Background: an optimization exercise with open tools, aiming at small area. Do not read the settings as production practice. Function was checked by simulation only, so behaviour that the tests miss may differ from the original. Power is estimated from default activity; no workload was simulated.

## flow/config.mk

```make
export PLATFORM = sky130hd
export DESIGN_NAME = uart_alu_top
export DESIGN_NICKNAME = uart_alu_top
export VERILOG_FILES = /design/flow/design.v
export SDC_FILE = /design/flow/constraint.sdc
export NUM_CORES = 4
export LEC_CHECK = 0
export CAP_MARGIN = 20
export CORE_MARGIN = 2
export CORE_UTILIZATION = 70
export PLACE_DENSITY = 0.85
export SLEW_MARGIN = 20
```

## flow/constraint.sdc

```tcl
create_clock -name core_clock -period 10.0 [get_ports {clk}]
set_input_delay 2.0000 -clock core_clock [delete_from_list [all_inputs] [get_ports {clk}]]
set_output_delay 2.0000 -clock core_clock [all_outputs]
set_load 0.01 [all_outputs]
```

## flow/design.v

```verilog
module alu (
    input  wire [7:0] a,
    input  wire [7:0] b,
    input  wire [3:0] e,
    output wire [7:0] result,
    output wire       zero,
    output wire       overflow,
    output wire       carry
);
    wire arith = e[3] & ~e[2];
    wire logic_ = e[3] & e[2];
    wire sub   = arith & e[1];
    wire L     = logic_ & e[0];           
    wire kx    = logic_ & e[1];           
    wire useS  = arith | kx;
    wire shift = ~e[3] & e[1];
    wire la_en = e[3];
    wire [7:0] bx = b ^ {8{sub}};
    wire [8:0] c;
    wire [7:0] cin;
    wire [7:0] s;
    genvar i;
    generate
        for (i = 0; i < 8; i = i + 1) begin : rc
            if (i == 0) assign cin[i] = sub | L;
            else        assign cin[i] = (arith & c[i]) | L;
            assign s[i]     = a[i] ^ bx[i] ^ cin[i];
            assign c[i + 1] = (a[i] & bx[i]) | (cin[i] & (a[i] ^ bx[i]));
        end
    endgenerate
    wire [7:0] la = useS ? (s & ~(c[8:1] & {8{kx}})) : c[8:1];
    wire [7:0] sh = $signed({e[0] & a[7], a}) >>> b[2:0];
    assign result = ({8{shift}} & sh) | ({8{la_en}} & la);
    assign zero     = ~|result;
    assign overflow = arith & (c[8] ^ c[7]);
    assign carry    = arith & ~e[1] & c[8];
endmodule
`timescale 1ns / 1ps
module baud_rate_generator #(
    parameter DIVISOR = 651
)(
    input  wire clk,
    input  wire reset,
    output wire tick
);
    function [9:0] lfsr_after;
        input integer n;
        integer i;
        reg [9:0] x;
        begin
            x = 10'd0;
            for (i = 0; i < n; i = i + 1)
                x = {x[8:0], ~(x[9] ^ x[6])};
            lfsr_after = x;
        end
    endfunction
    localparam [9:0] LAST = lfsr_after(DIVISOR - 1);
    reg [9:0] counter;
    assign tick = (counter == LAST);
    always @(posedge clk) begin
        if (reset || tick)
            counter <= 10'd0;
        else
            counter <= {counter[8:0], ~(counter[9] ^ counter[6])};
    end
endmodule
`timescale 1ns / 1ps
module uart_rx (
    input  wire       clk,
    input  wire       reset,
    input  wire       rx,
    input  wire       s_tick,
    output wire       rx_done_tick,
    output reg  [7:0] dout
);
    localparam [3:0] Q_START = 4'd7;
    localparam [3:0] Q_STOP  = 4'd0;
    localparam [3:0] Q_IDLE  = 4'd1;
    reg [3:0] q;
    reg [3:0] s;
    wire idle  = (q == Q_IDLE);
    wire data  = q[3];
    wire s15   = (s == 4'd15);
    wire s7    = (s == 4'd7);
    assign rx_done_tick = idle && (s == 4'd0);
    always @(posedge clk) begin
        if (reset) begin
            q    <= Q_IDLE;
            s[0] <= 1'b1;
        end else if (idle) begin
            if (!rx) q <= Q_START;
            s <= {3'b000, rx};
        end else if (s_tick) begin
            s <= s + 1'b1;
            if (q == Q_START && s7 && rx)
                q <= Q_IDLE;
            else if (s15)
                q <= q + 1'b1;
        end
    end
    always @(posedge clk) begin
        if (data && s_tick && s7)
            dout <= {rx, dout[7:1]};
    end
endmodule
`timescale 1ns / 1ps
module uart_tx (
    input  wire [1:0] f,
    input  wire [2:0] k,
    input  wire [7:0] result,
    input  wire [2:0] flags,
    output wire       bit_out
);
    wire [7:0] flag_byte = {flags, 5'b00000};
    assign bit_out = (f == 2'd1) ? result[k] :
                     (f == 2'd2) ? flag_byte[k] : ~k[0];
endmodule
`timescale 1ns / 1ps
module uart_alu_top #(
    parameter CLK_FREQ = 100_000_000,
    parameter BAUD_RATE = 9600,
    parameter DATA_BITS = 8
)(
    input  wire clk,
    input  wire reset,
    input  wire rx,
    output wire tx,
    output wire [15:0] led
);
    localparam DIVISOR = CLK_FREQ / (BAUD_RATE * 16);
    wire tick;
    baud_rate_generator #(.DIVISOR(DIVISOR)) baud_gen (
        .clk(clk), .reset(reset), .tick(tick)
    );
    wire rx_done;
    wire [7:0] rx_data;
    uart_rx uart_rx_inst (
        .clk(clk), .reset(reset), .rx(rx), .s_tick(tick),
        .rx_done_tick(rx_done), .dout(rx_data)
    );
    reg [7:0] reg_A, reg_B;
    reg [3:0] reg_op;
    wire [7:0] alu_result;
    wire alu_zero, alu_overflow, alu_carry;
    alu alu_inst (
        .a(reg_A), .b(reg_B), .e(reg_op),
        .result(alu_result), .zero(alu_zero),
        .overflow(alu_overflow), .carry(alu_carry)
    );
    reg [1:0] f;
    reg [3:0] p;
    reg [3:0] ts;
    reg tx_reg;
    wire recv    = (f == 2'd0);
    wire sending = !recv && (p[3] || p == 4'd7 || p == 4'd0);
    wire ts15    = (ts == 4'd15);
    wire tx_done = !recv && (p == 4'd0) && ts15 && tick;
    wire op_valid = ~rx_data[4] & ~rx_data[3] &
                    (rx_data[5] ? ~(rx_data[0] & ~rx_data[2]) : (~rx_data[2] & rx_data[1]));
    always @(posedge clk) begin
        if (recv && p == 4'd1) reg_A <= rx_data;
        if (recv && p == 4'd3) reg_B <= rx_data;
        if (recv && p == 4'd5) begin
            reg_op[2] <= rx_data[2];
            reg_op[0] <= rx_data[0];
        end
    end
    always @(posedge clk) begin
        if (reset) begin
            reg_op[3] <= 1'b0;
            reg_op[1] <= 1'b0;
        end else if (recv && p == 4'd5) begin
            reg_op[3] <= rx_data[5] & op_valid;
            reg_op[1] <= rx_data[1] & op_valid;
        end
    end
    always @(posedge clk) begin
        if (reset) begin
            f <= 2'd0;
            p <= 4'd0;
        end else if (recv) begin
            if (p == 4'd5) begin
                f <= 2'd1;
                p <= 4'd4;
            end else if (p[0] || rx_done)
                p <= p + 1'b1;
        end else if (sending) begin
            if (tick && ts15) begin
                if (p == 4'd0) begin
                    f <= f + 1'b1;
                    p <= (f == 2'd3) ? 4'd0 : 4'd5;
                end else
                    p <= p + 1'b1;
            end
        end else
            p <= p + 1'b1;
    end
    always @(posedge clk) begin
        if (!sending)
            ts <= 4'd0;
        else if (tick)
            ts <= ts + 1'b1;
    end
    wire data_bit;
    uart_tx uart_tx_inst (
        .f(f), .k(p[2:0]), .result(alu_result),
        .flags({alu_zero, alu_overflow, alu_carry}), .bit_out(data_bit)
    );
    always @(posedge clk) begin
        if (reset)
            tx_reg <= 1'b1;
        else
            tx_reg <= !(sending && p == 4'd7) && !(sending && p[3] && !data_bit);
    end
    assign tx = tx_reg;
    assign led[7:0] = alu_result;
    assign led[8]   = alu_zero;
    assign led[9]   = alu_overflow;
    assign led[10]  = alu_carry;
    assign led[11]  = recv && (p == 4'd1);
    assign led[12]  = recv && (p == 4'd3);
    assign led[13]  = recv && (p == 4'd5);
    assign led[14]  = rx_done;
    assign led[15]  = tx_done;
endmodule
```

## flow/flow/run.sh

```bash
#!/bin/bash
# Layout flow: the standard ORFS flow (standard.sh) with these changes:
#  - synthesis: no full/half-adder extraction (ADDER_MAP_FILE empty), and ABC is run with each of
#    a set of area-oriented scripts (written below into abc_scripts/) in turn, keeping the
#    smallest netlist (flow/abc_pick.tcl). Everything before ABC, the flip-flop mapping and
#    everything after ABC is ORFS's synth.tcl as is;
#  - ports are buffered with buf_1;
#  - CTS builds its tree from clkbuf_4 cells and inserts no dummy loads.
# Floorplan, power grid, tap cells, placement, CTS, routing and finishing are the standard flow.
# Each tool's full output is in orfs/logs/ (one log per step); make's output is in run_make.log.
set -euo pipefail
W=$(pwd)
FLOWDIR=$W/flow

# ABC scripts: logic optimisation x choice computation x area-recovering standard-cell mapping
mkdir -p "$W/abc_scripts"
PRE_p0="strash"
PRE_p1=$'strash\ndc2'
PRE_p2=$'strash\n&get -n\n&fraig -x\n&put\ndc2\nstrash'
PRE_p3=$'strash\ndc2\ndc2\nstrash'
PRE_p4=$'strash\nrewrite\nrefactor\nbalance\nrewrite -z\nrefactor -z\nrewrite -z\nbalance\nstrash'
CH_c0="dch"
CH_c1="dch -f"
MAP_m1="amap -F 4 -A 50 -C 1000"
MAP_m4="amap -F 8 -A 100 -C 5000"
MAP_m5="amap -F 2 -A 20 -C 500"
MAP_m6="amap -F 4 -A 50 -C 1000 -m"
for p in p0 p1 p2 p3 p4; do
  for c in c0 c1; do
    for m in m1 m4 m5 m6; do
      pv=PRE_$p; cv=CH_$c; mv=MAP_$m
      printf '%s\n%s\n%s\n' "${!pv}" "${!cv}" "${!mv}" > "$W/abc_scripts/$p$c$m.script"
    done
  done
done

sed "s|^  log_cmd abc {\*}\$abc_args|  source $FLOWDIR/abc_pick.tcl|" \
  "$FLOW_HOME/scripts/synth.tcl" > "$W/synth_mod.tcl"
grep -q abc_pick.tcl "$W/synth_mod.tcl"
sed "s|\$::env(SCRIPTS_DIR)/synth.tcl|$W/synth_mod.tcl|" "$W/synth_recipe.tcl" > "$W/synth_recipe_mod.tcl"
grep -q synth_mod.tcl "$W/synth_recipe_mod.tcl"

bash "$W/standard.sh" \
  SYNTH_SCRIPT="$W/synth_recipe_mod.tcl" \
  ADDER_MAP_FILE= \
  MY_ABC_SCRIPTS="$(ls "$W"/abc_scripts/*.script | tr '\n' ' ')" \
  BUFFER_PORTS_ARGS="-buffer_cell sky130_fd_sc_hd__buf_1" \
  CTS_ARGS="-sink_clustering_enable -repair_clock_nets -dont_use_dummy_load -buf_list sky130_fd_sc_hd__clkbuf_4 -root_buf sky130_fd_sc_hd__clkbuf_4" \
  finish > "$W/run_make.log" 2>&1
```

## flow/flow/abc_pick.tcl

```tcl
# Run ABC with each script in MY_ABC_SCRIPTS on the same netlist and keep the smallest result.
design -save my_pre_abc
set my_best_area ""
set my_best_script ""
set my_i 0
foreach my_script $::env(MY_ABC_SCRIPTS) {
  incr my_i
  design -load my_pre_abc
  log_cmd abc {*}[lreplace $abc_args 1 1 $my_script]
  opt_clean -purge
  set my_stat [tee -q -s result.string stat {*}$lib_args]
  if { [regexp {Chip area for module[^:]*:\s*([0-9.]+)} $my_stat -> my_area] } {
    puts "ABC script $my_script: area $my_area"
    if { $my_i == 1 } { set my_first_area $my_area }
    # a result far below the first script's is taken for a failed ABC run and not used
    if { $my_area < 0.8 * $my_first_area } { continue }
    if { $my_best_area eq "" || $my_area < $my_best_area } {
      set my_best_area $my_area
      set my_best_script $my_script
      design -save my_abc_best
    }
  }
}
puts "ABC script chosen: $my_best_script (area $my_best_area)"
design -load my_abc_best
```

## flow/standard.sh

```bash
#!/bin/bash
# synth_recipe.tcl (not shown) runs the flow's synth.tcl, then flattens the netlist and writes it again
# the make line also repeats each setting of config.mk as NAME=value (left out here)
make -C /OpenROAD-flow-scripts/flow DESIGN_CONFIG=/design/flow/config.mk WORK_HOME=/design/flow/orfs CLKGATE_MAP_FILE= SYNTH_SCRIPT=/design/flow/synth_recipe.tcl "${@:-finish}"
```

==> out/metrics.csv, run 1 <==
stage,metric,value,unit
status,status,finished clean,
logic_synthesis,fraction of registers with async set/reset,0,%
setup_path,Crit. End Element,output port,
logic_synthesis,largest family of logic cells by synthesized area,compound AO/OA/AOI/OAI gates,
global_routing,initial antenna violation count,0,
logic_synthesis,Ys Warns,3,
global_routing,vias in the first global route,2252,
setup_path,highest-delay cell along the critical path,dfxtp_1,
finish,n_diodes,0,
floorplanning,Die Y,68.3,microns
cts,CTS H-Tree Depth,3,
sta,Layout Skew,0.0361,ns
setup_path,Worst R2R Start,reg_op[3],
placed_design,Post-DP HPWL,4.76,mm
setup_path,Critical Path RT,8.00,ns
global_routing,global-route wire length before repair,10.2,mm
sta,total negative slack,0,ns
finish,Top reg by flops,baud_gen.counter,
placed_design,IO buf count,19,
logic_synthesis,mux share of post-synthesis cell area,0,%
finish,most frequent cells in the layout,"nor2_1 (59), clkinv_1 (38), a21oi_1 (36), o21ai_0 (33), edfxtp_1 (29)",
drt,drt drc,0,
logic_synthesis,post-synthesis cell type count,32,
cts,CTS Buf Count,9,
cts,post-cts resize count,0,
sta,RSZ-0062 raised after global routing,false,
logic_synthesis,Post-synth EDFFs,29,
floorplanning,die footprint,4660,sq um
setup_path,crit-path most repeated cell,a21oi_1,
global_routing,largest net degree at the start of global routing,16,
sta,Slew @ Worst Pin,0.848,ns
hold_path,Worst Hold Class,reg2reg,
global_routing,Congestion Overflow GR,0,
logic_synthesis,Synth Area in Adders,0,%
hold_path,Hold Crit Depth,2,
logic_synthesis,Mean Syn Cell Area,8.49,sq um
floorplanning,width of the die,68.3,microns
sta,final hold vios,0,
logic_synthesis,XOR/XNOR share of the synthesized area,0,%
setup_path,worst path arrival time,6.94,ns
finish,sequential cell area,1430,sq um
drt,DR pass1 iterations,5,
cts,CTS tree,yes,
logic_synthesis,Synth Instances,341,
setup_path,Critical Path Source Type,flip-flop,
logic_synthesis,post-synthesis sequential area ratio,49.5,%
drt,post-DR wirelength/cell,15.8,microns
logic_synthesis,Syn Nets,344,
setup_path,CP max stage delay,0.54,ns
floorplanning,# IOs,20,
drt,First DRT Iteration DRCs,311,
floorplanning,FP Rows,23,
logic_synthesis,Synth Area in Simple Gates,17.8,%
power,leakage,1.01,nW
floorplanning,Initial Utilization,72.3,%
setup_path,Reg2Reg Setup Slack,2.89,ns
global_routing,overall routing resource usage,30.6,%
hold_path,Worst Hold End,baud_gen.counter[2],
sta,fmax,112,MHz
power,Tot Pwr,0.563,mW
finish,nets,373,
logic_synthesis,complex-gate fraction of the synthesized area,26.5,%
setup_path,worst-case reg-to-reg path depth,36,
finish,Layout area overhead,6.87,%
hold_path,hold_sp,baud_gen.counter[1],
sta,relative slew slack,43.1,%
drt,final wirelength,6.61,mm
cts,CTS Buffer Depth,2,
cts,Clock Sinks,57,
cts,setup bufs post-CTS,0,
cts,clock root buffer,clkbuf_4,
drt,Vias,2705,
cts,clk slew on worst S/H paths,0.07,ns
placed_design,routability congestion estimate,0.945,
sta,count of pins over their slew limit,0,
finish,"commonest non-fill, non-tap cell in the layout",nor2_1,
drt,Vias per Instance,6.47,
sta,"Setup violations, final",0,
logic_synthesis,register bit total from synthesis,57,
sta,Tmin final,8.94,ns
drt,Post-DRT Antenna Nets,0,
finish,layout cell share with drive strength beyond 1,3.80,%
finish,max FFs per register,10,
setup_path,WS Path Type,reg2out,
power,pwr dens,182,nW/um^2
cts,clk latency of the worst-skew pair,0.40,ns
floorplanning,Core ar.,4000,sq um
run,max cap viols,0,
setup_path,critical-path maximum fanout,15,
finish,Fill cells,287,
logic_synthesis,"Top FF cell, synth",edfxtp_1,
finish,area of the multi-input gates,1290,sq um
sta,"Period Utilization, post-route",89.4,%
logic_synthesis,synthesized area,2890,sq um
setup_path,worst reg2reg path endpoint,tx_reg,
cts,number of hold buffers added after CTS,0,
power,VDD IR max,0.000134,V
## routing by layer
layer	global-route usage (%)	vias to the layer above	wire, microns
met3	9.05	19	488
met4	13.5	0	138
met1	41.2	1235	3060
met2	46.0	128	2930
li1	-	1323	-
met5	0	-	0
## worst max-delay path by stage
stage,endpoint,start,slack [ns],depth (start not counted)
after floorplan,led[8],reg_op[3],2.15,31
after global placement,led[8],reg_op[3],2.08,32
after detailed placement,led[8],reg_op[3],1.71,32
after CTS,led[8],reg_op[3],1.27,32
after global routing,led[8],reg_op[3],0.27,32
final,led[8],reg_op[3],1.06,32
## power breakdown
group          switching, mW  leakage, nW  total [mW]  internal (mW)
clock network         0.0674       0.0414       0.109         0.0415
registers             0.0270        0.491       0.305          0.278
logic                 0.0977        0.480       0.149         0.0509
## synthesized netlist by cell type (5+ instances only)
cell type | number | area share [%]
a21oi_1 | 36 | 6.2
and3_1 | 8 | 1.7
buf_4 | 5 | 1.3
clkinv_1 | 38 | 4.9
dfxtp_1 | 28 | 19
edfxtp_1 | 29 | 30
nand2_1 | 23 | 3.0
nor2_1 | 59 | 7.7
nor3_1 | 13 | 2.2
nor4_1 | 6 | 1.3
o21ai_0 | 33 | 5.7
o221ai_1 | 5 | 1.5
o22ai_1 | 20 | 4.3
## cells by family after synthesis
group / after synthesis
AND/OR/NAND/NOR: 118
buffers and inverters: 43
flip-flops: 57
AO/OA/AOI/OAI: 123
## per-stage QoR
step / setup slack, ns / instance area, sq um / hold slack [ns] / cells / utilization [%]
floorplan: 2.15 / 2890 / 0.403 / 341 / -
global placement: 2.08 / 3020 / 0.411 / 409 / 75.5
detailed placement: 1.71 / 3020 / 0.420 / 409 / 75.5
CTS: 1.27 / 3090 / 0.446 / 418 / 77.2
global route: 0.267 / 3090 / 0.463 / 418 / 77.3
finish: 1.06 / 3090 / 0.450 / 418 / 77.3
## cell type report
| type | count | share of cell area, % |
|---|---|---|
| Multi-Input combinational cell | 241 | 41.6 |
| Inverter | 38 | 4.61 |
| Tap cell | 50 | 2.02 |
| Timing Repair Buffer | 23 | 3.28 |
| Clock buffer | 9 | 2.18 |
| Sequential cell | 57 | 46.3 |
## worst max-delay path, delay by kind of cell (launching register included)
family                 cells  cell delay (ns)
AOI/OAI and AO/OA         19             3.70
and+or+nand+nor            7             1.21
buffers and inverters      6             1.11
DFF                        1             0.54
==> inputs of run 2 (changes only) <==
--- a/flow/design.v
+++ b/flow/design.v
@@ -54,12 +54,12 @@
             lfsr_after = x;
         end
     endfunction
-    localparam [9:0] LAST = lfsr_after(DIVISOR - 1);
+    localparam [9:0] FIRST = lfsr_after(1023 - (DIVISOR - 1));
     reg [9:0] counter;
-    assign tick = (counter == LAST);
+    assign tick = (counter == 10'd0);
     always @(posedge clk) begin
         if (reset || tick)
-            counter <= 10'd0;
+            counter <= FIRST;
         else
             counter <= {counter[8:0], ~(counter[9] ^ counter[6])};
     end
==> out/metrics.csv, run 2 <==
stage,metric,value,unit,change
status,status,finished clean,,
placed_design,Post-DP HPWL,5.07,mm,+6.6%
drt,Post-DRT Antenna Nets,0,,unchanged
drt,Vias per Instance,6.70,,+3.5%
finish,nets,374,,+0.27%
logic_synthesis,top cell type's share of synthesized area,30.3,%,+0.18 points
sta,"Period Utilization, post-route",90.8,%,+1.4 points
logic_synthesis,"Top FF cell, synth",edfxtp_1,,
hold_path,Hold Crit Depth,1,,-1
setup_path,CP max stage delay,0.46,ns,-0.08 ns
setup_path,highest-delay cell along the critical path,dfxtp_1,,
floorplanning,die footprint,4640,sq um,-0.57%
logic_synthesis,post-synthesis sequential area ratio,49.8,%,+0.30 points
floorplanning,Initial Utilization,72.4,%,+0.083 points
sta,relative slew slack,38.6,%,-4.5 points
placed_design,IO buf count,19,,unchanged
sta,final hold vios,0,,unchanged
setup_path,Critical Path Source Type,flip-flop,,
logic_synthesis,Synth area leader,edfxtp_1,,
logic_synthesis,Synth Instances,342,,+0.29%
logic_synthesis,synthesized area,2880,sq um,-0.61%
floorplanning,Die Y,68.1,microns,-0.29%
sta,Layout Skew,0.0154,ns,-0.0208 ns
finish,Top reg by flops,baud_gen.counter,,
hold_path,Worst Hold End,baud_gen.counter[6],,
logic_synthesis,post-synthesis cell type count,33,,+3.1%
placed_design,placed cells,410,,+0.24%
cts,CTS H-Tree Depth,3,,unchanged
floorplanning,FP Rows,23,,unchanged
setup_path,worst-case reg-to-reg path depth,34,,-5.6%
power,pwr dens,174,nW/um^2,-4.4%
drt,final wirelength,6.76,mm,+2.3%
finish,Non-Filler Instances,419,,+0.24%
global_routing,vias in the first global route,2431,,+7.9%
sta,Slew @ Worst Pin,0.914,ns,+0.0667 ns
placed_design,routability congestion estimate,0.964,,+2.0%
logic_synthesis,Post-synth EDFFs,29,,unchanged
power,leakage,1.03,nW,+2.1%
logic_synthesis,Synth area leaders,"edfxtp_1 (30%), dfxtp_1 (19%), nor2_1 (6.9%), a21oi_1 (6.3%), o21ai_0 (6.3%)",,
global_routing,global-route wire length before repair,10.8,mm,+5.7%
logic_synthesis,fraction of registers with async set/reset,0,%,unchanged
sta,"Setup violations, final",0,,unchanged
hold_path,Worst Hold Class,reg2reg,,
logic_synthesis,Syn Nets,345,,+0.29%
cts,clk slew on worst S/H paths,0.08,ns,about the same
setup_path,Reg2Reg Setup Slack,2.74,ns,-0.15 ns
sta,RSZ-0062 raised after global routing,false,,
setup_path,worst reg2reg path endpoint,tx_reg,,
cts,Clock Sinks,57,,unchanged
logic_synthesis,register bit total from synthesis,57,,unchanged
drt,First DRT Iteration DRCs,424,,+36%
finish,layout cell share with drive strength beyond 1,4.07,%,+0.26 points
cts,clock root buffer,clkbuf_4,,
sta,count of pins over their slew limit,0,,unchanged
cts,clk latency of the worst-skew pair,0.38,ns,-0.02 ns
logic_synthesis,Mean Syn Cell Area,8.41,sq um,-0.90%
cts,CTS Buffer Depth,2,,unchanged
finish,Layout area overhead,7.05,%,
global_routing,initial antenna violation count,0,,unchanged
sta,fmax,110,MHz,-1.6%
sta,total negative slack,0,ns,unchanged
finish,"commonest non-fill, non-tap cell in the layout",nor2_1,,
logic_synthesis,Ys Warns,3,,unchanged
power,VDD IR max,0.000135,V,+1.3%
setup_path,Worst R2R Start,reg_op[3],,
drt,DR pass1 iterations,5,,unchanged
floorplanning,Core ar.,3970,sq um,-0.72%
setup_path,critical-path maximum fanout,13,,-2
finish,most frequent cells in the layout,"nor2_1 (52), o21ai_0 (36), a21oi_1 (36), clkinv_1 (33)",,
hold_path,hold_sp,baud_gen.counter[5],,
sta,Tmin final,9.08,ns,+0.143 ns
setup_path,WS Path Type,reg2out,,
global_routing,Congestion Overflow GR,0,,unchanged
logic_synthesis,"count leader, synth",nor2_1,,
setup_path,crit-path most repeated cell,a21oi_1,,
global_routing,overall routing resource usage,31.7,%,+1.0 points
drt,drt drc,0,,unchanged
drt,Vias,2806,,+3.7%
logic_synthesis,Post-synth top cells,"nor2_1 (53), a21oi_1 (36), o21ai_0 (36)",,
finish,max FFs per register,10,,unchanged
cts,CTS Buf Count,9,,unchanged
global_routing,largest net degree at the start of global routing,15,,-1
setup_path,Crit. End Element,output port,,
cts,setup bufs post-CTS,0,,unchanged
floorplanning,# IOs,20,,unchanged
cts,CTS tree,yes,,
run,max cap viols,0,,unchanged
drt,post-DR wirelength/cell,16.1,microns,+2.0%
sta,WHS,0.440,ns,-0.00953 ns
finish,n_diodes,0,,unchanged
floorplanning,width of the die,68.1,microns,-0.29%
setup_path,Critical Path RT,8.00,ns,about the same
setup_path,worst path arrival time,7.08,ns,+0.14 ns
## run 2: cell types whose count changed after synthesis, sizes merged, moves of 3 or more
cell	previous run	this run
o21ai	33	36
nand3	2	7
nor2	59	53
nand2	23	29
nor3	13	16
clkinv	38	33
or3	1	5
## run 2: timing repair
item	4_1_cts	5_1_grt
resized for setup	0	1
endpoints found under the setup margin	0	1
hold buffers	0	0
## run 2: kinds of logic (layout without fill, tap and decap cells)
group,count (synthesis),in the layout,synth area share (%)
and+or+nand+nor,130,130,20.3
AOI/OAI and AO/OA,117,117,24.4
DFF,57,57,49.8
buffers and inverters,38,65,5.61
## run 2: metrics by stage
| stage | setup WS [ns] | total power, mW | cell area, sq um | utilization (%) |
|---|---|---|---|---|
| after floorplan | 2.49 | 0.393 | 2880 | - |
| after global placement | 1.90 | 0.422 | 3010 | 75.8 |
| after detailed placement | 1.48 | 0.429 | 3010 | 75.8 |
| after CTS | 1.01 | 0.534 | 3080 | 77.5 |
| after global routing | 0.110 | 0.564 | 3080 | 77.5 |
| final | 0.916 | 0.536 | 3080 | 77.5 |
## run 2: where the power goes
group	internal, mW	switching [mW]
combinational	0.0398	0.0893
sequential	0.277	0.0216
clock	0.0417	0.0661
total	0.359	0.177
## run 2: cell type report
cell class | count | area, sq um
flip-flops and latches | 57 | 1430
multi-input cells | 247 | 1290
fillers | 289 | 892
inverters | 33 | 124
repair buffers | 23 | 101
clock buffers | 9 | 67.6
well taps | 50 | 62.6
## run 2: worst max-delay path: cells and delay by family (launching register included)
kind | cells | cell delay, ns
AND/OR/NAND/NOR | 8 | 1.46
buffers and inverters | 5 | 1.12
AO/OA/AOI/OAI | 18 | 3.68
flip-flops | 1 | 0.46
## run 2: per-layer routing
layer | routed length, microns | up-vias | global-route usage, %
li1 | - | 1330 | -
met5 | 0 | - | 0
met1 | 2900 | 1273 | 43.0
met3 | 713 | 20 | 9.70
met4 | 157 | 0 | 11.5
met2 | 2990 | 183 | 48.1
## run 2: how the worst max path moves through the flow
stage,end,slack [ns],startpoint
floorplan,led[8],2.49,reg_op[3]
global placement,led[8],1.90,reg_op[3]
detailed placement,led[8],1.48,reg_op[3]
CTS,led[8],1.01,reg_op[3]
global route,led[8],0.11,reg_op[3]
finish,led[8],0.92,reg_op[3]
==> inputs of run 3 (changes only) <==
--- a/flow/config.mk
+++ b/flow/config.mk
@@ -5,8 +5,9 @@
 export SDC_FILE = /design/flow/constraint.sdc
 export NUM_CORES = 4
 export LEC_CHECK = 0
-export CAP_MARGIN = 20
+export CAP_MARGIN = 0
 export CORE_MARGIN = 2
 export CORE_UTILIZATION = 70
+export GPL_TIMING_DRIVEN = 0
 export PLACE_DENSITY = 0.85
-export SLEW_MARGIN = 20
+export SLEW_MARGIN = 0
==> out/metrics.csv, run 3 <==
stage,metric,value,unit,change
status,status,finished clean,,
cts,Clock Sinks,57,,unchanged
logic_synthesis,Synth area leader,edfxtp_1,,
placed_design,placed cells,412,,+0.49%
finish,layout cell share with drive strength beyond 1,5.90,%,+1.8 points
power,leakage,1.05,nW,+1.8%
sta,Slew @ Worst Pin,1.06,ns,+0.143 ns
cts,CTS Buffer Depth,2,,unchanged
cts,clk latency of the worst-skew pair,0.38,ns,about the same
finish,most frequent cells in the layout,"nor2_1 (51), o21ai_0 (36), a21oi_1 (36), clkinv_1 (32)",,
logic_synthesis,post-synthesis sequential area ratio,49.8,%,unchanged
finish,Non-Filler Instances,423,,+0.95%
drt,Post-DRT Antenna Nets,0,,unchanged
finish,nets,378,,+1.1%
floorplanning,# IOs,20,,unchanged
floorplanning,FP Rows,23,,unchanged
finish,Layout area overhead,8.70,%,
drt,DR pass1 iterations,6,,+1
setup_path,Crit path max-delay family,compound AO/OA/AOI/OAI gates,,
placed_design,Post-DP HPWL,4.76,mm,-6.0%
sta,Layout Skew,0.0236,ns,+0.00819 ns
global_routing,Congestion Overflow GR,0,,unchanged
global_routing,most used routing layer,met2,,
logic_synthesis,"count leader, synth",nor2_1,,
global_routing,GRT met2 Usage,46.7,%,-1.3 points
cts,CTS H-Tree Depth,3,,unchanged
drt,Vias per Instance,6.48,,-3.2%
global_routing,vias in the first global route,2334,,-4.0%
floorplanning,width of the die,68.1,microns,unchanged
setup_path,CP max stage delay,0.48,ns,+0.02 ns
sta,total negative slack,0,ns,unchanged
finish,final core occ,78.7,%,+1.2 points
floorplanning,Initial Utilization,72.4,%,unchanged
floorplanning,Core ar.,3970,sq um,unchanged
hold_path,Worst Hold Class,reg2reg,,
global_routing,largest net degree at the start of global routing,15,,unchanged
logic_synthesis,Syn Nets,345,,unchanged
logic_synthesis,synthesized area,2880,sq um,unchanged
placed_design,routability congestion estimate,0.989,,+2.6%
power,pwr dens,170,nW/um^2,-2.2%
logic_synthesis,Post-synth EDFFs,29,,unchanged
sta,"Period Utilization, post-route",89.5,%,-1.3 points
drt,post-DR wirelength/cell,15.4,microns,-4.7%
cts,CTS tree,yes,,
global_routing,M1 GR Usage,43.5,%,+0.46 points
drt,First DRT Iteration DRCs,282,,-33%
setup_path,WP buf/inv,6,,+1
global_routing,GRT met3 Usage,7.73,%,-2.0 points
floorplanning,Die Y,68.1,microns,unchanged
setup_path,Critical Path Source Type,flip-flop,,
sta,final hold vios,0,,unchanged
logic_synthesis,Mean Syn Cell Area,8.41,sq um,unchanged
drt,Vias,2741,,-2.3%
finish,"commonest non-fill, non-tap cell in the layout",nor2_1,,
cts,clock root buffer,clkbuf_4,,
logic_synthesis,fraction of registers with async set/reset,0,%,unchanged
run,max cap viols,0,,unchanged
global_routing,overall routing resource usage,31.1,%,-0.61 points
sta,fmax,112,MHz,+1.5%
setup_path,worst path arrival time,6.95,ns,-0.13 ns
finish,max FFs per register,10,,unchanged
global_routing,initial antenna violation count,0,,unchanged
global_routing,global-route wire length before repair,10.4,mm,-3.4%
sta,relative slew slack,29.0,%,-9.6 points
logic_synthesis,Synth Instances,342,,unchanged
setup_path,highest-delay cell along the critical path,dfxtp_1,,
setup_path,WS Path Type,reg2out,,
drt,final wirelength,6.51,mm,-3.8%
logic_synthesis,Synth area leaders,"edfxtp_1 (30%), dfxtp_1 (19%), nor2_1 (6.9%), a21oi_1 (6.3%), o21ai_0 (6.3%)",,
logic_synthesis,post-synthesis cell type count,33,,unchanged
setup_path,crit-path most repeated cell,a21oi_1,,
finish,n_diodes,0,,unchanged
sta,count of pins over their slew limit,0,,unchanged
power,VDD IR max,0.000149,V,+10%
drt,drt drc,0,,unchanged
setup_path,Critical Path RT,8.00,ns,about the same
power,Tot Pwr,0.532,mW,-0.70%
sta,RSZ-0062 raised after global routing,false,,
sta,Tmin final,8.95,ns,-0.134 ns
logic_synthesis,top cell type's share of synthesized area,30.3,%,unchanged
finish,Top reg by flops,baud_gen.counter,,
logic_synthesis,"Top FF cell, synth",edfxtp_1,,
sta,"Setup violations, final",0,,unchanged
setup_path,Crit. End Element,output port,,
logic_synthesis,Post-synth top cells,"nor2_1 (53), a21oi_1 (36), o21ai_0 (36)",,
floorplanning,die footprint,4640,sq um,unchanged
logic_synthesis,register bit total from synthesis,57,,unchanged
sta,WHS,0.453,ns,+0.0127 ns
cts,CTS Buf Count,9,,unchanged
cts,clk slew on worst S/H paths,0.09,ns,about the same
logic_synthesis,Ys Warns,3,,unchanged
setup_path,critical-path maximum fanout,9,,-4
placed_design,IO buf count,19,,unchanged
==> run 3: logic make-up (layout without fill, tap and decap cells) <==
group / after synthesis / count (layout) / synth area share [%]
and+or+nand+nor: 130 / 130 / 20.3
AOI/OAI and AO/OA: 117 / 117 / 24.4
DFF: 57 / 57 / 49.8
buffers and inverters: 38 / 69 / 5.61
==> run 3: worst register-to-register path: cells and delay by family (launching register included) <==
family                 cells  cell delay (ns)
buffers and inverters      4             0.80
AND/OR/NAND/NOR           10             1.64
AO/OA/AOI/OAI             20             3.94
flip-flops                 1             0.48
==> run 3: what timing repair did <==
action                     in CTS  in global routing
hold buffers                    0                  0
setup endpoints to repair       0                  4
gates resized for setup         0                  4
setup buffers                   0                  2
==> run 3: area by class of cell <==
type                       count  area, sq um
clock buffer                   9         67.6
inverter                      33          128
multi-input combinational    247         1310
timing repair buffer          22         93.8
fill                         299          845
tap                           50         62.6
buffer                         5         37.5
sequential                    57         1430
==> run 3: path summary, 6_finish.rpt <==
check / start / endpoint / slack, ns / cells past startpoint
hold reg to reg: baud_gen.counter[5] / baud_gen.counter[6] / 0.45 / 1
setup reg to reg: reg_op[3] / tx_reg / 3.08 / 34
hold / removal: baud_gen.counter[5] / baud_gen.counter[6] / 0.45 / 1
setup / recovery: reg_op[3] / led[8] / 1.05 / 32
==> run 3: stage by stage <==
stage               area, sq um  setup WS (ns)
detailed placement         3020          0.983
floorplan                  2880           2.49
CTS                        3090          0.517
global placement           3010           1.17
global route               3130          0.100
finish                     3130           1.05
==> run 3: where the power goes <==
group / internal [mW] / leakage [nW] / switching (mW)
registers: 0.277 / 0.493 / 0.0217
clock network: 0.0416 / 0.0414 / 0.0662
logic: 0.0385 / 0.517 / 0.0866
==> run 3: metal layers <==
layer / part of all wire (%) / wire, microns
met2: 46 / 3000
met3: 8.8 / 572
met1: 44 / 2840
met5: 0 / 0
met4: 1.4 / 90
==> inputs of run 4 (changes only) <==
--- a/flow/flow/run.sh
+++ b/flow/flow/run.sh
@@ -33,6 +33,22 @@
     done
   done
 done
+# the same, with the mapped netlist restructured and mapped again (2 or 3 rounds)
+for p in p1 p2 p3; do
+  pv=PRE_$p
+  for n in 2 3; do
+    {
+      printf '%s\n' "${!pv}"
+      for ((r = 1; r < n; r++)); do printf 'dch -f\n%s\nstrash\n' "$MAP_m4"; done
+      printf 'dch -f\n%s\n' "$MAP_m4"
+    } > "$W/abc_scripts/${p}i$n.script"
+    {
+      printf '%s\n' "${!pv}"
+      for ((r = 1; r < n; r++)); do printf 'dch\n%s\nstrash\ndc2\n' "$MAP_m1"; done
+      printf 'dch\n%s\n' "$MAP_m1"
+    } > "$W/abc_scripts/${p}j$n.script"
+  done
+done
 
 sed "s|^  log_cmd abc {\*}\$abc_args|  source $FLOWDIR/abc_pick.tcl|" \
   "$FLOW_HOME/scripts/synth.tcl" > "$W/synth_mod.tcl"
--- a/flow/config.mk
+++ b/flow/config.mk
@@ -5,9 +5,8 @@
 export SDC_FILE = /design/flow/constraint.sdc
 export NUM_CORES = 4
 export LEC_CHECK = 0
-export CAP_MARGIN = 0
+export CAP_MARGIN = 20
 export CORE_MARGIN = 2
 export CORE_UTILIZATION = 70
-export GPL_TIMING_DRIVEN = 0
 export PLACE_DENSITY = 0.85
-export SLEW_MARGIN = 0
+export SLEW_MARGIN = 20
==> out/metrics.csv, run 4 <==
stage,metric,value,unit,change
logic_synthesis,"Top FF cell, synth",edfxtp_1,,
cts,CTS Buf Count,9,,unchanged
finish,Top reg by flops,baud_gen.counter,,
setup_path,highest-delay cell along the critical path,dfxtp_1,,
hold_path,Worst Hold Class,reg2reg,,
cts,CTS tree,yes,,
logic_synthesis,"count leader, synth",nor2_1,,
setup_path,worst path arrival time,6.85,ns,-0.10 ns
sta,Slew @ Worst Pin,0.988,ns,-0.0684 ns
setup_path,Crit path max-delay family,compound AO/OA/AOI/OAI gates,,
drt,First DRT Iteration DRCs,288,,+2.1%
power,VDD IR max,0.000141,V,-5.2%
global_routing,initial antenna violation count,0,,unchanged
placed_design,Post-DP HPWL,4.87,mm,+2.3%
setup_path,Worst R2R Start,reg_op[3],,
hold_path,Worst Hold End,baud_gen.counter[6],,
drt,Vias,2693,,-1.8%
setup_path,Crit. End Element,output port,,
hold_path,Hold Crit Depth,1,,unchanged
setup_path,WS Path Type,reg2out,,
sta,"Setup violations, final",0,,unchanged
setup_path,worst reg2reg path endpoint,tx_reg,,
sta,Layout Skew,0.0232,ns,-0.000374 ns
drt,post-DR wirelength/cell,15.7,microns,+1.8%
placed_design,placed cells,409,,-0.73%
finish,most frequent cells in the layout,"nor2_1 (60), o21ai_0 (38), a21oi_1 (31), nand2_1 (29), edfxtp_1 (29)",,
cts,setup bufs post-CTS,0,,unchanged
floorplanning,Die Y,68.0,microns,-0.18%
finish,area of the multi-input gates,1290,sq um,-1.2%
logic_synthesis,post-synthesis cell type count,32,,-3.0%
power,pwr dens,164,nW/um^2,-3.5%
sta,relative slew slack,33.6,%,+4.6 points
logic_synthesis,top cell type's share of synthesized area,30.4,%,+0.12 points
logic_synthesis,post-synthesis sequential area ratio,50.0,%,+0.20 points
run,max cap viols,0,,unchanged
sta,total negative slack,0,ns,unchanged
logic_synthesis,Ys Warns,3,,unchanged
logic_synthesis,Syn Nets,345,,unchanged
setup_path,Reg2Reg Setup Slack,3.05,ns,-0.03 ns
logic_synthesis,fraction of registers with async set/reset,0,%,unchanged
setup_path,WP buf/inv,4,,-2
status,status,finished clean,,
global_routing,Congestion Overflow GR,0,,unchanged
cts,clk slew on worst S/H paths,0.08,ns,about the same
finish,Non-Filler Instances,418,,-1.2%
placed_design,DP Worst Slack,1.45,ns,+0.467 ns
floorplanning,Core ar.,3970,sq um,unchanged
logic_synthesis,Synth Instances,342,,unchanged
logic_synthesis,register bit total from synthesis,57,,unchanged
floorplanning,die footprint,4620,sq um,-0.37%
global_routing,overall routing resource usage,31.1,%,+0.079 points
sta,Tmin final,8.85,ns,-0.102 ns
floorplanning,Initial Utilization,72.1,%,-0.28 points
setup_path,critical-path maximum fanout,13,,+4
drt,DR pass1 iterations,7,,+1
floorplanning,# IOs,20,,unchanged
global_routing,largest net degree at the start of global routing,17,,+2
setup_path,crit-path most repeated cell,o21ai_0,,
finish,"commonest non-fill, non-tap cell in the layout",nor2_1,,
logic_synthesis,Post-synth EDFFs,29,,unchanged
drt,drt drc,0,,unchanged
floorplanning,width of the die,68.0,microns,-0.18%
finish,Fill cells,287,,-4.0%
logic_synthesis,Post-synth top cells,"nor2_1 (61), o21ai_0 (38), a21oi_1 (31)",,
sta,fmax,113,MHz,+1.2%
setup_path,Critical Path Source Type,flip-flop,,
cts,CTS H-Tree Depth,3,,unchanged
floorplanning,FP Rows,23,,unchanged
finish,sequential cell area,1430,sq um,unchanged
power,Tot Pwr,0.502,mW,-5.7%
placed_design,routability congestion estimate,0.943,,-4.7%
setup_path,worst-case reg-to-reg path depth,33,,-2.9%
global_routing,vias in the first global route,2270,,-2.7%
sta,post-route setup slack,1.15,ns,+0.102 ns
finish,Layout area overhead,6.59,%,
finish,layout cell share with drive strength beyond 1,3.80,%,-2.1 points
sta,final hold vios,0,,unchanged
sta,count of pins over their slew limit,0,,unchanged
drt,final wirelength,6.55,mm,+0.55%
hold_path,hold_sp,baud_gen.counter[5],,
power,leakage,1.03,nW,-2.5%
cts,Clock Sinks,57,,unchanged
cts,CTS Buffer Depth,2,,unchanged
finish,n_diodes,0,,unchanged
cts,clk latency of the worst-skew pair,0.39,ns,about the same
global_routing,global-route wire length before repair,10.5,mm,+0.59%
logic_synthesis,synthesized area,2870,sq um,-0.39%
sta,WHS,0.457,ns,+0.00404 ns
cts,clock root buffer,clkbuf_4,,
logic_synthesis,Synth area leaders,"edfxtp_1 (30%), dfxtp_1 (20%), nor2_1 (8.0%), o21ai_0 (6.6%), a21oi_1 (5.4%)",,
sta,RSZ-0062 raised after global routing,false,,
drt,Vias per Instance,6.44,,-0.58%
finish,max FFs per register,10,,unchanged
placed_design,IO buf count,19,,unchanged
drt,Post-DRT Antenna Nets,0,,unchanged
setup_path,Critical Path RT,8.00,ns,about the same
finish,nets,373,,-1.3%
sta,"Period Utilization, post-route",88.5,%,-1.0 points
logic_synthesis,Mean Syn Cell Area,8.38,sq um,-0.39%
setup_path,CP max stage delay,0.45,ns,-0.03 ns
logic_synthesis,Synth area leader,edfxtp_1,,
==> run 4: cell types whose count changed after synthesis, sizes merged, moves of 2 or more <==
cell	before	now
nand3	7	9
o21ai	36	38
a21oi	36	31
a211oi	1	5
nor2	53	61
o221a	0	2
o221ai	4	0
clkinv	33	29
nor4	7	5
a2111oi	2	0
==> run 4: worst max-delay path by stage <==
stage	start	end	slack [ns]	cells past startpoint
5_1_grt	reg_op[3]	led[8]	0.23	31
4_1_cts	reg_op[3]	led[8]	0.94	31
6_report	reg_op[3]	led[8]	1.15	31
3_3_place_gp	reg_op[3]	led[8]	1.79	31
3_5_place_dp	reg_op[3]	led[8]	1.45	31
2_1_floorplan	reg_op[3]	led[8]	2.35	31
==> run 4: kinds of logic after synthesis <==
logic type / count (synthesis) / share of synthesized area (%)
simple gates: 139 / 21.6
compound gates: 112 / 23.4
flops: 57 / 50.0
buf+inv: 34 / 5.11
==> run 4: report_power, final <==
part / leakage (nW) / switching (mW) / internal (mW)
Combinational: 0.491 / 0.0678 / 0.0325
Sequential: 0.493 / 0.0194 / 0.272
Clock: 0.0414 / 0.0681 / 0.0417
==> run 4: timing repair <==
action                                 CTS  global route
setup endpoints to repair                0             1
resized for setup                        0             2
endpoints found under the hold margin    0             0
hold buffers                             0             0
==> run 4: cell type report <==
class | instances | area share, %
Clock buffer | 9 | 2.21
Inverter | 29 | 3.56
Multi-Input combinational cell | 251 | 42.2
Sequential cell | 57 | 46.9
Tap cell | 50 | 2.05
Timing Repair Buffer | 22 | 3.07
==> run 4: routing by layer <==
metal | part of all wire, % | routed length [microns] | up-vias | track usage, %
met5 | 0 | 0 | - | 0
li1 | - | - | 1318 | -
met3 | 8.1 | 530 | 11 | 7.73
met2 | 45 | 2940 | 135 | 45.4
met4 | 1.2 | 77 | 0 | 10.8
met1 | 46 | 3000 | 1229 | 45.4
==> run 4: metrics by stage <==
step                utilization (%)  cell area (sq um)
finish                         76.9               3050
global route                   76.9               3050
CTS                            76.8               3050
detailed placement             75.1               2980
global placement               75.1               2980
floorplan                         -               2870
==> inputs of run 5 (changes only) <==
--- a/flow/config.mk
+++ b/flow/config.mk
@@ -7,6 +7,6 @@
 export LEC_CHECK = 0
 export CAP_MARGIN = 20
 export CORE_MARGIN = 2
-export CORE_UTILIZATION = 70
-export PLACE_DENSITY = 0.85
+export CORE_UTILIZATION = 85
+export PLACE_DENSITY = 0.92
 export SLEW_MARGIN = 20
==> out/metrics.csv, run 5 <==
stage,metric,value,unit,change
logic_synthesis,Post-synth EDFFs,29,,unchanged
logic_synthesis,post-synthesis cell type count,32,,unchanged
logic_synthesis,Syn Nets,345,,unchanged
logic_synthesis,Synth area leader,edfxtp_1,,
logic_synthesis,Mean Syn Cell Area,8.38,sq um,unchanged
logic_synthesis,post-synthesis sequential area ratio,50.0,%,unchanged
floorplanning,Initial Utilization,87.2,%,+15 points
floorplanning,FP Rows,21,,-8.7%
logic_synthesis,"count leader, synth",nor2_1,,
logic_synthesis,fraction of registers with async set/reset,0,%,unchanged
logic_synthesis,"Top FF cell, synth",edfxtp_1,,
logic_synthesis,top cell type's share of synthesized area,30.4,%,unchanged
status,status,did not finish,,
logic_synthesis,synthesized area,2870,sq um,unchanged
logic_synthesis,Ys Warns,3,,unchanged
logic_synthesis,Synth Instances,342,,unchanged
logic_synthesis,Post-synth top cells,"nor2_1 (61), o21ai_0 (38), a21oi_1 (31)",,
status,Stop stage,global placement without I/O (3_1_place_gp_skip_io),,
status,first error,[ERROR GPL-0301] Utilization 101.335 % exceeds 100%.,,
floorplanning,width of the die,62.1,microns,-8.7%
floorplanning,Die Y,62.1,microns,-8.7%
logic_synthesis,register bit total from synthesis,57,,unchanged
logic_synthesis,Synth area leaders,"edfxtp_1 (30%), dfxtp_1 (20%), nor2_1 (8.0%), o21ai_0 (6.6%), a21oi_1 (5.4%)",,
## run 5: cell counts after synthesis
No cell type changed its count.
## run 5: cells by family after synthesis
kind of cell           synth area share, %
AOI/OAI and AO/OA                     23.4
buffers and inverters                 5.11
and+or+nand+nor                       21.6
DFF                                   50.0
==> inputs of run 6 (changes only) <==
--- a/flow/config.mk
+++ b/flow/config.mk
@@ -7,6 +7,6 @@
 export LEC_CHECK = 0
 export CAP_MARGIN = 20
 export CORE_MARGIN = 2
-export CORE_UTILIZATION = 85
-export PLACE_DENSITY = 0.92
+export CORE_UTILIZATION = 78
+export PLACE_DENSITY = 0.9
 export SLEW_MARGIN = 20
==> out/metrics.csv, run 6 <==
stage,metric,value,unit,change
status,status,finished clean,,
power,Reg power frac,56.7,%,
power,clock power share,21.9,%,
drt,Vias per Instance,6.97,,
power,power share of the combinational group,21.3,%,
setup_path,CP max stage delay,0.46,ns,
cts,clock root buffer,clkbuf_4,,
floorplanning,Core ar.,3610,sq um,
cts,setup bufs post-CTS,0,,
power,Tot Pwr,0.521,mW,
sta,"Period Utilization, post-route",92.0,%,
sta,total negative slack,0,ns,
drt,Post-DRT Antenna Nets,0,,
sta,RSZ-0062 raised after global routing,false,,
floorplanning,# IOs,20,,
drt,DR pass1 iterations,6,,
finish,most frequent cells in the layout,"nor2_1 (60), o21ai_0 (38), a21oi_1 (31)",,
setup_path,worst-case reg-to-reg path depth,33,,
logic_synthesis,post-synthesis cell type count,32,,unchanged
drt,Vias,2893,,
global_routing,Congestion Overflow GR,0,,
cts,CTS Buf Count,9,,
hold_path,Hold Crit Depth,1,,
cts,clk slew on worst S/H paths,0.10,ns,
finish,"commonest non-fill, non-tap cell in the layout",nor2_1,,
power,Net Sw Frac,33.9,%,
drt,drt drc,0,,
logic_synthesis,Ys Warns,3,,unchanged
placed_design,IO buf count,19,,
sta,"Setup violations, final",0,,
setup_path,crit-path most repeated cell,o21ai_0,,
floorplanning,Initial Utilization,79.5,%,-7.8 points
finish,n_diodes,0,,
global_routing,initial antenna violation count,0,,
cts,Clock Sinks,57,,
setup_path,worst path arrival time,7.20,ns,
finish,Fill cells,204,,
cts,CTS H-Tree Depth,3,,
cts,CTS tree,yes,,
setup_path,Critical Path RT,8.00,ns,
sta,Tmin final,9.20,ns,
setup_path,Critical Path Source Type,flip-flop,,
logic_synthesis,"Top FF cell, synth",edfxtp_1,,
finish,nets,372,,
cts,CTS Buffer Depth,2,,
placed_design,DP Area,2970,sq um,
cts,number of hold buffers added after CTS,0,,
global_routing,global-route wire length before repair,12.7,mm,
placed_design,routability congestion estimate,1.06,,
sta,Layout Skew,0.0266,ns,
finish,max FFs per register,10,,
power,P_int,0.344,mW,
power,P_sw,0.176,mW,
floorplanning,FP Rows,22,,+4.8%
setup_path,highest-delay cell along the critical path,dfxtp_1,,
cts,post-cts resize count,0,,
power,leakage,1.02,nW,
logic_synthesis,Post-synth top cells,"nor2_1 (61), o21ai_0 (38), a21oi_1 (31)",,
global_routing,largest net degree at the start of global routing,17,,
sta,WHS,0.448,ns,
setup_path,Crit. End Element,output port,,
power,pwr dens,171,nW/um^2,
global_routing,overall routing resource usage,41.4,%,
cts,clk latency of the worst-skew pair,0.41,ns,
global_routing,vias in the first global route,2633,,
logic_synthesis,Syn Nets,345,,unchanged
drt,final wirelength,7.89,mm,
drt,post-DR wirelength/cell,19.0,microns,
sta,count of pins over their slew limit,0,,
logic_synthesis,register bit total from synthesis,57,,unchanged
logic_synthesis,Synth area leader,edfxtp_1,,
logic_synthesis,post-synthesis sequential area ratio,50.0,%,unchanged
power,VDD IR max,0.000151,V,
finish,Top reg by flops,baud_gen.counter,,
setup_path,critical-path maximum fanout,13,,
sta,relative slew slack,30.6,%,
run,max cap viols,0,,
drt,First DRT Iteration DRCs,529,,
logic_synthesis,Mean Syn Cell Area,8.38,sq um,unchanged
placed_design,Post-DP HPWL,5.50,mm,
logic_synthesis,fraction of registers with async set/reset,0,%,unchanged
finish,fin area,3040,sq um,
logic_synthesis,"count leader, synth",nor2_1,,
logic_synthesis,top cell type's share of synthesized area,30.4,%,unchanged
logic_synthesis,Synth area leaders,"edfxtp_1 (30%), dfxtp_1 (20%), nor2_1 (8.0%), o21ai_0 (6.6%), a21oi_1 (5.4%)",,
floorplanning,width of the die,64.6,microns,+4.1%
floorplanning,die footprint,4170,sq um,
logic_synthesis,Synth Instances,342,,unchanged
sta,fmax,109,MHz,
logic_synthesis,synthesized area,2870,sq um,unchanged
finish,layout cell share with drive strength beyond 1,3.27,%,
hold_path,Worst Hold Class,reg2reg,,
sta,final hold vios,0,,
logic_synthesis,Post-synth EDFFs,29,,unchanged
setup_path,WS Path Type,reg2out,,
floorplanning,Die Y,64.6,microns,+4.1%
finish,Layout area overhead,6.24,%,
sta,Slew @ Worst Pin,1.03,ns,
-- run 6: cell counts after synthesis --
No cell type changed its count.
-- run 6: logic make-up after synthesis --
group                  synth area share, %
buffers and inverters                 5.11
DFF                                   50.0
AOI/OAI and AO/OA                     23.4
and+or+nand+nor                       21.6
-- run 6: area by class of cell --
cell class              count  area, sq um  share of cell area (%)
clock buffers               9         67.6                    2.22
inverters                  29          109                    3.58
multi-input cells         251         1290                    42.4
flip-flops and latches     57         1430                    47.0
well taps                  48         60.1                    1.97
repair buffers             21         86.3                    2.84
-- run 6: metrics by stage --
stage | setup slack (ns) | instances | util [%]
after floorplan | 2.35 | 342 | -
after CTS | 0.948 | 415 | 84.4
after global routing | 0.0505 | 415 | 84.4
after detailed placement | 1.41 | 406 | 82.5
after global placement | 1.76 | 406 | 82.5
final | 0.805 | 415 | 84.4
-- run 6: power groups by stage --
stage / sequential [mW] / clock [mW] / combinational (mW)
6_report: 0.296 / 0.114 / 0.111
5_1_grt: 0.297 / 0.121 / 0.121
4_1_cts: 0.294 / 0.112 / 0.106
3_5_place_dp: 0.298 / 0 / 0.103
3_3_place_gp: 0.294 / 0 / 0.0914
2_1_floorplan: 0.290 / 0 / 0.0746
-- run 6: layer usage --
layer  vias to the layer above  routed length, microns  GRT usage, %
met5                         -                       0             0
met4                         0                     487          24.7
met3                        59                     974          10.4
met2                       267                    3580          64.8
met1                      1254                    2850          52.3
li1                       1313                       -             -
-- run 6: worst max-delay path: cells and delay by family, from the launching register on --
family / cells / cell delay (ns)
compound gates: 19 / 3.71
simple gates: 8 / 1.61
flops: 1 / 0.46
buf+inv: 4 / 1.00
-- run 6: worst paths after layout --
path | startpoint | end | slack [ns]
hold / removal | baud_gen.counter[2] | baud_gen.counter[3] | 0.45
hold reg to reg | baud_gen.counter[2] | baud_gen.counter[3] | 0.45
setup reg to reg | reg_op[3] | tx_reg | 2.73
setup / recovery | reg_op[3] | led[8] | 0.80
==> inputs of run 7 (changes only) <==
==> flow/run.sh (new file) <==
#!/bin/bash
# synth_recipe.tcl (not shown) runs the flow's synth.tcl, then flattens the netlist and writes it again
# the make line also repeats each setting of config.mk as NAME=value (left out here)
make -C /OpenROAD-flow-scripts/flow DESIGN_CONFIG=/design/flow/config.mk WORK_HOME=/design/flow/orfs CLKGATE_MAP_FILE= SYNTH_SCRIPT=/design/flow/synth_recipe.tcl finish
--- a/flow/config.mk
+++ b/flow/config.mk
@@ -7,6 +7,6 @@
 export LEC_CHECK = 0
 export CAP_MARGIN = 20
 export CORE_MARGIN = 2
-export CORE_UTILIZATION = 78
-export PLACE_DENSITY = 0.9
+export CORE_UTILIZATION = 70
+export PLACE_DENSITY = 0.85
 export SLEW_MARGIN = 20
removed: flow/flow/run.sh
removed: flow/flow/abc_pick.tcl
removed: flow/standard.sh
==> out/metrics.csv, run 7 <==
stage,metric,value,unit,change
finish,most frequent cells in the layout,"inv_1 (31), edfxtp_1 (29), dfxtp_1 (28), nor2_1 (27), nand2_1 (23)",,
cts,CTS tree,yes,,
finish,nets,403,,+8.3%
power,VDD IR max,0.000149,V,-1.1%
logic_synthesis,"count leader, synth",inv_1,,
logic_synthesis,Syn Nets,385,,+12%
logic_synthesis,"Top FF cell, synth",edfxtp_1,,
finish,final core occ,83.4,%,-1.0 points
drt,post-DR wirelength/cell,17.6,microns,-7.4%
cts,CTS Buf Count,9,,unchanged
logic_synthesis,Synth area leader,edfxtp_1,,
drt,DR pass1 iterations,5,,-1
logic_synthesis,register bit total from synthesis,57,,unchanged
power,Net Sw Frac,24.5,%,-9.4 points
setup_path,CP max stage delay,0.56,ns,+0.10 ns
cts,CTS Buffer Depth,2,,unchanged
power,P_sw,0.129,mW,-27%
power,leakage,1.50,nW,+47%
finish,layout cell share with drive strength beyond 1,13.0,%,+9.8 points
setup_path,critical-path maximum fanout,3,,-10
power,Reg power frac,50.4,%,-6.3 points
power,clock power share,41.0,%,+19 points
global_routing,initial antenna violation count,0,,unchanged
floorplanning,die footprint,5560,sq um,+33%
setup_path,highest-delay cell along the critical path,fa_2,,
drt,First DRT Iteration DRCs,261,,-51%
logic_synthesis,post-synthesis cell type count,59,,+84%
logic_synthesis,Synth area leaders,"edfxtp_1 (25%), dfxtp_1 (16%), ha_1 (4.7%), fa_1 (4.6%), inv_1 (3.3%)",,
sta,Layout Skew,0.0121,ns,-0.0144 ns
logic_synthesis,synthesized area,3490,sq um,+22%
floorplanning,# IOs,20,,unchanged
setup_path,crit-path most repeated cell,fa_2,,
sta,fmax,107,MHz,-2.0%
setup_path,Critical Path Source Type,flip-flop,,
run,max cap viols,0,,unchanged
cts,CTS H-Tree Depth,3,,unchanged
floorplanning,Core ar.,4750,sq um,+32%
setup_path,worst-case reg-to-reg path depth,30,,-9.1%
placed_design,IO buf count,19,,unchanged
cts,clk slew on worst S/H paths,0.07,ns,-0.03 ns
global_routing,global-route wire length before repair,12.7,mm,unchanged
sta,"Period Utilization, post-route",93.8,%,+1.8 points
finish,"commonest non-fill, non-tap cell in the layout",inv_1,,
finish,fin area,3970,sq um,+30%
logic_synthesis,Ys Warns,3,,unchanged
sta,count of pins over their slew limit,0,,unchanged
setup_path,Crit. End Element,output port,,
finish,Top reg by flops,baud_gen.counter,,
power,pwr dens,132,nW/um^2,-23%
sta,Tmin final,9.38,ns,+0.185 ns
floorplanning,FP Rows,25,,+14%
setup_path,worst path arrival time,7.38,ns,+0.18 ns
cts,clk latency of the worst-skew pair,0.34,ns,-0.07 ns
power,power share of the combinational group,8.7,%,-13 points
placed_design,DP Area,3720,sq um,+25%
finish,Fill cells,292,,+43%
cts,Clock Sinks,57,,unchanged
logic_synthesis,top cell type's share of synthesized area,25.0,%,-5.4 points
cts,clock root buffer,clkbuf_8,,
drt,Vias,2853,,-1.4%
sta,total negative slack,0,ns,unchanged
setup_path,Critical Path RT,8.00,ns,about the same
placed_design,Post-DP HPWL,5.75,mm,+4.5%
floorplanning,Initial Utilization,73.4,%,-6.1 points
setup_path,WS Path Type,reg2out,,
drt,drt drc,0,,unchanged
sta,Slew @ Worst Pin,1.02,ns,-0.00869 ns
global_routing,largest net degree at the start of global routing,28,,+11
drt,Vias per Instance,6.33,,-9.3%
floorplanning,Die Y,74.6,microns,+15%
placed_design,routability congestion estimate,0.967,,-9.2%
placed_design,DP Worst Slack,-0.0600,ns,-1.47 ns
global_routing,vias in the first global route,2635,,+0.076%
logic_synthesis,Synth Instances,361,,+5.6%
floorplanning,width of the die,74.6,microns,+15%
global_routing,overall routing resource usage,30.8,%,-11 points
power,P_int,0.396,mW,+15%
setup_path,Crit path max-delay family,adder cells,,
status,status,finished clean,,
finish,n_diodes,0,,unchanged
drt,Post-DRT Antenna Nets,0,,unchanged
setup_path,WP buf/inv,7,,+3
logic_synthesis,Post-synth EDFFs,29,,unchanged
hold_path,Hold Crit Depth,1,,unchanged
finish,Layout area overhead,13.7,%,
power,Tot Pwr,0.525,mW,+0.73%
finish,max FFs per register,10,,unchanged
logic_synthesis,fraction of registers with async set/reset,0,%,unchanged
logic_synthesis,post-synthesis sequential area ratio,41.0,%,-8.9 points
sta,relative slew slack,31.2,%,+0.58 points
logic_synthesis,Post-synth top cells,"inv_1 (31), edfxtp_1 (29), dfxtp_1 (28)",,
sta,"Setup violations, final",0,,unchanged
sta,final hold vios,0,,unchanged
hold_path,Worst Hold Class,reg2reg,,
drt,final wirelength,7.94,mm,+0.61%
setup_path,WP depth,31,,unchanged
global_routing,Congestion Overflow GR,0,,unchanged
logic_synthesis,Mean Syn Cell Area,9.66,sq um,+15%
sta,RSZ-0062 raised after global routing,false,,
sta,post-route setup slack,0.620,ns,-0.185 ns
[run 7: cell types whose count changed in the layout (fill, tap and decap cells not counted), moves of 17 or more]
cell / previous run / this run
inv_1: 0 / 31
clkinv_1: 29 / 1
clkdlybuf4s50_1: 0 / 18
a21oi_1: 31 / 14
buf_1: 19 / 0
nor2_1: 60 / 27
o21ai_0: 38 / 17
[run 7: layer usage]
metal  track usage, %  part of all wire (%)  wire length [microns]
met5                0                     0                      0
met2             51.4                    51                   4040
met3             8.27                   6.1                    486
met4             10.3                   1.9                    148
met1             39.2                    41                   3270
[run 7: area by class of cell]
class | instances | area [sq um] | share of cell area (%)
multi-input cells | 248 | 1840 | 46.5
flip-flops and latches | 57 | 1430 | 36.1
repair buffers | 31 | 283 | 7.13
clock buffers | 10 | 138 | 3.47
inverters | 32 | 120 | 3.03
well taps | 67 | 83.8 | 2.11
clock inverters | 6 | 65.1 | 1.64
[run 7: worst register-to-register path: cells and delay by family, from the launching register on]
| family | cells | cell delay, ns |
|---|---|---|
| buf+inv | 5 | 0.32 |
| simple gates | 6 | 1.54 |
| compound gates | 10 | 1.36 |
| fa+ha+maj | 8 | 3.30 |
| xor+xnor | 1 | 0.17 |
| flops | 1 | 0.38 |
[run 7: cell families (layout without fill, tap and decap cells)]
kind of cell	Yosys count	count (layout)	share of synthesized area, %
AO/OA/AOI/OAI	81	81	16.3
XOR/XNOR	16	16	4.02
adder cells (fa/ha/maj)	21	21	9.25
buffers and inverters	56	79	6.67
flip-flops	57	57	41.0
multiplexers	9	9	4.45
AND/OR/NAND/NOR	121	121	18.3
[run 7: stage by stage]
stage                     hold slack (ns)  cells
after floorplan                     0.416    361
after global placement              0.436    432
after detailed placement            0.438    432
after CTS                           0.455    450
after global routing                0.464    451
final                               0.446    451
[run 7: path summary, 6_finish.rpt]
kind	startpoint	end	slack, ns
worst max-delay path	reg_op[2]	led[8]	0.62
worst min-delay path	baud_gen.counter[2]	baud_gen.counter[3]	0.45
worst max register to register	reg_op[2]	tx_reg	2.85
worst min register to register	baud_gen.counter[2]	baud_gen.counter[3]	0.45
[run 7: power groups by stage]
stage,combinational [mW],clock (mW),sequential (mW)
2_1_floorplan,0.0361,0,0.265
3_3_place_gp,0.0422,0,0.268
3_5_place_dp,0.0444,0,0.269
4_1_cts,0.0451,0.219,0.264
5_1_grt,0.0514,0.229,0.265
6_report,0.0456,0.215,0.264
[run 7: what timing repair did]
item,in CTS,in global routing
hold buffers,0,0
pin swaps,4,5
setup buffers,2,1
resized for setup,6,5
endpoints found under the hold margin,0,0
setup endpoints to repair,1,1

## static timing again, ports no longer ideal
No port has a modelled driver above. Below, the same layouts with a new extraction and two added sets of constraints. Step 1 assumes that a clkbuf_16 drives the clock port and a buf_2 every other input. Step 2 also shifts input and output timing later by t, the mid clock arrival at the registers, as if the neighbouring blocks saw the same clock. a / b / c = ideal / step 1 / step 2; a / b = the first two.
| run | t (ns) | slack for setup (ns) | worst hold slack (ns) | worst register clock-pin slew, ns | worst data-port slew with drivers (ns) |
|---|---|---|---|---|---|
| run 1 | 0.407 | 1.059 / 1.032 / 1.439 | 0.450 / 0.450 / 0.450 | 0.09 / 0.09 | 0.03 |
| run 2 | 0.396 | 0.916 / 0.889 / 1.285 | 0.440 / 0.440 / 0.440 | 0.09 / 0.09 | 0.03 |
| run 3 | 0.395 | 1.050 / 1.026 / 1.421 | 0.453 / 0.453 / 0.453 | 0.09 / 0.09 | 0.03 |
| run 4 | 0.404 | 1.152 / 1.124 / 1.528 | 0.457 / 0.457 / 0.457 | 0.09 / 0.09 | 0.03 |
| run 6 | 0.420 | 0.805 / 0.779 / 1.199 | 0.448 / 0.448 / 0.448 | 0.10 / 0.10 | 0.03 |
| run 7 | 0.360 | 0.620 / 0.593 / 0.953 | 0.446 / 0.446 / 0.446 | 0.07 / 0.07 | 0.03 |
After both steps every run listed still meets setup and hold.
